Source: an optimization exercise on an open RTL-to-GDS flow (aim: small area, a short achievable clock period and few clock cycles). Production flows keep margins and buffers that such runs may drop. No run shown here included a check of the RTL's function; only the layout flow was run. No activity file was given, so power comes from the tool's default toggle rates.

## flow/design.v (module list and top-level ports; edited modules follow where they fit)
// module fp_mult: 1550 lines
// module fa_cell: 6 lines
// module ha_cell: 6 lines
module fp_mult(A, B, clk, reset, C, done, flow);
  // ...
==> flow/flow/run.sh <==
#!/bin/bash
set -o pipefail
export BUFFER_PORTS_ARGS="-buffer_cell sky130_fd_sc_hd__buf_4"
bash standard.sh > standard.log 2>&1
==> flow/standard.sh <==
#!/bin/bash
# synth_recipe.tcl (not shown) runs the flow's synth.tcl, then flattens the netlist and writes it again
# the make line also repeats each setting of config.mk as NAME=value (left out here)
make -C /OpenROAD-flow-scripts/flow DESIGN_CONFIG=/design/flow/config.mk WORK_HOME=/design/flow/orfs CLKGATE_MAP_FILE= SYNTH_SCRIPT=/design/flow/synth_recipe.tcl "${@:-finish}"
==> flow/config.mk <==
export PLATFORM = sky130hd
export DESIGN_NAME = fp_mult
export DESIGN_NICKNAME = fp_mult
export VERILOG_FILES = /design/flow/design.v
export SDC_FILE = /design/flow/constraint.sdc
export NUM_CORES = 4
export LEC_CHECK = 0
export ABC_AREA = 1
export CAP_MARGIN = 20
export CORE_MARGIN = 2
export CORE_UTILIZATION = 40
export SLEW_MARGIN = 20
export SYNTH_HIERARCHICAL = 1
==> flow/constraint.sdc <==
create_clock -name core_clock -period 5.0 [get_ports {clk}]
set_input_delay 1.0000 -clock core_clock [delete_from_list [all_inputs] [get_ports {clk}]]
set_output_delay 1.0000 -clock core_clock [all_outputs]
set_load 0.01 [all_outputs]
==> flow_metrics.py, run 1 <==
metrics = {
    "run_status": {
        "status": "timing/DRC/antenna clean",
    },
    "synthesis": {
        "synthArstFlopShare": 0,
        "synthXorXnorAreaFrac": 0.141,
        "synth_top_area_frac": 0.289,
    },
    "clock_network": {
        "cts_setup_buffers": 6,
        "clock_sinks": 67,
        "ctsResizeCount": 27,
        "clkTransAtPathRegs_ns": 0.05,
        "cts_hold_buf": 0,
        "htree_levels": 3,
    },
    "detailed_routing": {
        "via_per_inst": 5.52,
        "drt_iter0_markers": 1296,
        "vias": 15900,
        "post_drt_wl_per_cell_um": 21.4,
        "ant_nets": 0,
    },
    "power_and_ir_drop": {
        "clkPwrFrac": 0.038,
        "p_int_mw": 8.50,
        "power.leakage_nw": 9.47,
        "comb_power_share": 0.880,
        "peakVddDrop_uv": 682,
    },
    "final_layout": {
        "final_cell_mix": "buf_4, o22ai_1, nand2_1",
        "buf_share": 0.127,
        "multi_input_area_um2": 14800,
        "reg.largest.list": "r_m: 57 flops, r_esum: 9 flops, r_sign: 1 flops",
        "final-clk-cell-share": 0.0144,
        "signal_buffers": 333,
        "sh_seq_area": 0.0935,
        "multi_input_gates": 1623,
        "largest_register_ffs": 57,
    },
    "placement": {
        "place.gp.congestion": 0.986,
        "place_ws_ns": -0.210,
    },
    "floorplan": {
        "die_y_um": 215,
    },
    "critical_path": {
        "end_kind": "output pin",
        "crit_top_cell": "nand2_4",
        "cp.buffers_inverters": 4,
    },
    "worst_hold_path": {
        "min_to": "r_sign$_DFFE_PP_",
    },
    "global_routing": {
        "grt_pass1_vias": 16000,
        "overflow": 0,
        "grt_pass1_wl_mm": 93.5,
        "top_usage_layer": "met2",
        "grt_max_degree": 68,
    },
    "timing": {
        "post-route-period-util": 0.982,
        "finalHoldViolations": 0,
        "setup_slack_ns": 0.0899,
        "setup_viol_count_final": 0,
    },
}
==> run 2: changes to the inputs <==
--- a/flow/design.v
+++ b/flow/design.v
@@ -1334,19 +1334,22 @@
     wire G1016 = g976 | (p977 & G1012);
     wire P1017 = p977 & P1013;
     wire G1018 = G1016 | (P1017 & G1014);
     wire P1019 = 1'b0;
     reg [57:0] r_m;           
     reg [8:0] r_esum;
     reg r_sign;
     reg r_done;
+    wire [57:0] m_next;
+    hold_mux #(.W(58)) u_hold (.load(reset), .q(r_m), .d({s564, c545, s544, c525, P1019, G1018, s938, c937, c933, s936, s932, c929, c923, s928, s922, c917, c909, s916, s908, c901, c891, s900, s890, c881, c869, s880, s868, c857, c843, s856, s842, c829, c813, s828, s812, c797, c779, s796, s778, c761, c741, s760, s740, c721, c699, s720, s698, c677, s676, c653, c629, s652, s628, c607, c585, s606, s584, c565}), .y(m_next));
+    always @(posedge clk)
+        r_m <= m_next;
     always @(posedge clk) begin
         if (reset) begin
-            r_m <= {s564, c545, s544, c525, P1019, G1018, s938, c937, c933, s936, s932, c929, c923, s928, s922, c917, c909, s916, s908, c901, c891, s900, s890, c881, c869, s880, s868, c857, c843, s856, s842, c829, c813, s828, s812, c797, c779, s796, s778, c761, c741, s760, s740, c721, c699, s720, s698, c677, s676, c653, c629, s652, s628, c607, c585, s606, s584, c565};
             r_esum <= {1'b0, A[30:23]} + {1'b0, B[30:23]};
             r_sign <= A[31] ^ B[31];
             r_done <= 1'b1;
         end
     end
     wire s1020, c1021;
     ha_cell u_s1020 (.a(r_m[0]), .b(r_m[1]), .s(s1020), .co(c1021));
     wire s1022, c1023;
@@ -1555,8 +1558,15 @@
     assign co = (a & b) | (a & c) | (b & c);
 endmodule
 module ha_cell(a, b, s, co);
     input a, b;
     output s, co;
     assign s = a ^ b;
     assign co = a & b;
 endmodule
+module hold_mux(load, q, d, y);
+    parameter W = 1;
+    input load;
+    input [W-1:0] q, d;
+    output [W-1:0] y;
+    assign y = load ? d : q;
+endmodule
==> run 2 against run 1 <==
Now fails the layout checks on negative setup slack. Sequential cell count unchanged. Hold slack got worse by 0.50 ns. Final area is 0.90% higher. Global-route usage fell by 0.25 points. Critical endpoint is now C[6]. Largest cell class unchanged.
==> flow_metrics.py, run 2 <==
metrics = {
    "final_layout": {
        "fin_util": 0.490,
        "stdcell_area_um2": 21700,
        "reg.largest.list": "r_m: 57 flops, r_esum: 9 flops, r_sign: 1 flops",
        "drive_above_1_share": 0.202,
        "final_cell_mix": "nand2_1, buf_4, o22ai_1",
        "largest_register_ffs": 57,
        "syn_to_final_growth_pct": 20.8,
        "seq_area_um2": 1450,
        "final_common_cell": "nand2_1",
        "diodes": 0,
        "multi_input_area_um2": 15700,
        "fill_cells": 4351,
        "fin_nets": 2903,
        "regMostFlops": "r_m",
    },
    "clock_network": {
        "cts_buffers": 9,
        "cts_buffer_depth": 2,
        "cts_root_buffer": "clkbuf_16",
        "clk_latency_ns": 0.35,
        "htree_levels": 3,
        "cts_tree": "done",
        "clock_sinks": 67,
        "clkTransAtPathRegs_ns": 0.06,
    },
    "detailed_routing": {
        "drtPass1Iterations": 6,
        "via_per_inst": 5.45,
        "drc": 0,
        "wl_met2_mm": 30.5,
        "drt-total-wl_mm": 62.7,
        "ant_nets": 0,
        "vias": 16500,
        "routedLengthMet1_mm": 26.1,
        "dr_wl_met3_mm": 3.43,
        "drt_iter0_markers": 1212,
        "post_drt_wl_per_cell_um": 20.7,
        "highest_layer": "met5",
    },
    "placement": {
        "place.gp.congestion": 0.951,
        "place_hpwl_mm": 51.7,
        "placed_cell_area_um2": 20200,
        "io_buffers": 99,
        "place_ws_ns": -0.218,
    },
    "run_status": {
        "so_faults": "negative setup slack",
        "status": "failed layout checks",
    },
    "timing": {
        "post-route-period-util": 1.00,
        "rsz0062_at_grt": "yes",
        "period_minus_slack_ns": 5.00,
        "setup_slack_ns": -0.00285,
        "whs_ns": 0.450,
        "relSlewSlack": 0.365,
        "finalHoldViolations": 0,
        "maxSlewViolCount": 0,
        "setup_viol_count_final": 2,
        "fin_worst_skew_ns": 0,
        "max_slew.worst_pin.slew_ns": 0.952,
        "timing.fmax_ghz": 0.200,
    },
    "critical_path": {
        "arrival_ns": 4.00,
        "r2r_slack_ns": 4.32,
        "crit_path_start_kind": "flip-flop",
        "reg2reg_depth": 2,
        "cp.required_ns": 4.00,
        "worstSetupPathType": "flip-flop to output pin",
        "end_kind": "output pin",
        "rr_startpoint": "r_m[52]$_DFF_P_",
        "cp_max_fo": 5,
        "rr_endpoint": "r_m[52]$_DFF_P_",
    },
    "run": {
        "maxCapViolations": 0,
    },
    "global_routing": {
        "overflow": 0,
        "track_usage": 0.263,
        "antenna_found_initial": 1,
        "grt_pass1_wl_mm": 95.1,
        "grt_max_degree": 69,
        "grt_pass1_vias": 17000,
    },
    "floorplan": {
        "dieArea_um2": 46600,
        "rows": 77,
        "die_y_um": 216,
        "core_area_um2": 44300,
        "initial_core_util": 0.405,
        "pin_count": 101,
        "die-width_um": 216,
    },
    "synthesis": {
        "synthesis.area_um2": 18000,
        "yosysWarnings": 7,
        "syn-instance-count": 2281,
        "syn_nets": 2747,
        "syn_avg_cell_area_um2": 7.88,
    },
    "power_and_ir_drop": {
        "peakVddDrop_uv": 684,
        "power_per_cell_area_nw_per_um2": 701,
        "power.leakage_nw": 9.83,
        "finalPower_mw": 15.2,
    },
    "worst_hold_path": {
        "min_to": "r_m[29]$_DFF_P_",
        "hp-class": "flip-flop to flip-flop",
        "min_path_cells": 2,
        "min-delay-start": "r_m[29]$_DFF_P_",
    },
}
## run 2: cell count changes in the layout (fill, tap and decap cells not counted), sizes merged, moves of 3 or more
cell    before  now
edfxtp      67   10
xor2        31   28
o21ai       74   82
a21oi       52   49
inv        249  254
nand2      310  491
a31oi        7    2
o22ai      278  275
dfxtp        0   57
nor2        92   85
nand4        6   12
buf        331  303
o211ai       4    0
## run 2: layout make-up
class                           count  share of cell area
Multi-Input combinational cell   1798               0.721
Timing Repair Buffer              306               0.118
Sequential cell                    67              0.0668
Inverter                          255              0.0443
Tap cell                          592              0.0341
Clock buffer                       11              0.0122
Clock inverter                      5             0.00381
## run 2: stage by stage
step | std cells | TNS [ns]
after floorplan | 2281 | -0.00576
after global placement | 2991 | -1.11
after detailed placement | 2991 | -1.31
after CTS | 3015 | 0
after global routing | 3034 | -3.58
final | 3034 | -0.00510
## run 2: worst max path at each step
stage	from	cells past startpoint	endpoint
CTS	r_m[13]$_DFF_P_	25	C[17]
global placement	B[5]	17	r_m[52]$_DFF_P_
finish	r_m[3]$_DFF_P_	26	C[6]
detailed placement	B[5]	17	r_m[52]$_DFF_P_
global route	r_m[3]$_DFF_P_	26	C[6]
floorplan	B[11]	21	r_m[52]$_DFF_P_
## run 2: metal layers
metal	global-route usage	up-vias
met3	0.0304	162
li1	-	7810
met5	0	-
met2	0.459	621
met1	0.330	7927
met4	0.108	2
## run 2: what timing repair did
item                                    CTS  global route
gates cloned                              1             4
gates resized for setup                  16           172
pin swaps                                 4            46
buffers inserted                          7            15
endpoints found under the setup margin   31            34
hold buffers                              0             0
## run 2: power by group
group          internal (mW)  leakage, nW  switching [mW]
Sequential             0.827        0.576           0.170
Clock                  0.481        0.171           0.254
Combinational           5.84         9.08            7.65
Total                   7.15         9.83            8.07
## run 2: worst max-delay path, stage by stage (launching register included)
cell       delay (ns)
dfxtp_4          0.36
ha_4             0.25
ha_4             0.17
fa_2             0.38
nand3_2          0.09
nand2_2          0.08
nand2_2          0.10
nand2_2          0.06
nand2_2          0.11
nand2_4          0.08
nand3_4          0.07
nand3_4          0.08
nand2_4          0.08
nand2_4          0.06
nand2_4          0.07
nand2_4          0.07
inv_4            0.09
nand2_8          0.07
a21oi_4          0.17
o21ai_4          0.10
nand4_1          0.19
nand2_4          0.08
nor3_4           0.36
clkbuf_16        0.24
nand2_1          0.06
nand2_2          0.08
buf_6            0.10

re-timing with driven ports:
The flow's constraints put no driver on any port. The routed layouts listed below were extracted and timed again, unchanged, in two steps. Step 1, drivers: a clkbuf_16 drives clk and a buf_2 each remaining input, both assumed. Step 2 times the ports against the registers' clock, not the clock port: input delays grow and output delays shrink by t, the midpoint of the rising clock arrivals with the driver on. Three values: ideal ports, drivers, drivers and shift; two values: the first two.
run	t (ns)	setup slack, ns	worst register clock-pin slew, ns	worst slew at a driven data input, ns
run 1	0.395	0.090 / 0.042 / -0.238	0.06 / 0.06	0.11
run 2	0.394	-0.003 / -0.050 / -0.215	0.06 / 0.06	0.09
Met with ideal ports but missed after step 2: setup timing in run 1. For run 1, which loses most, drivers alone change the setup slack by -0.048 ns; drivers and shift together by -0.328 ns.
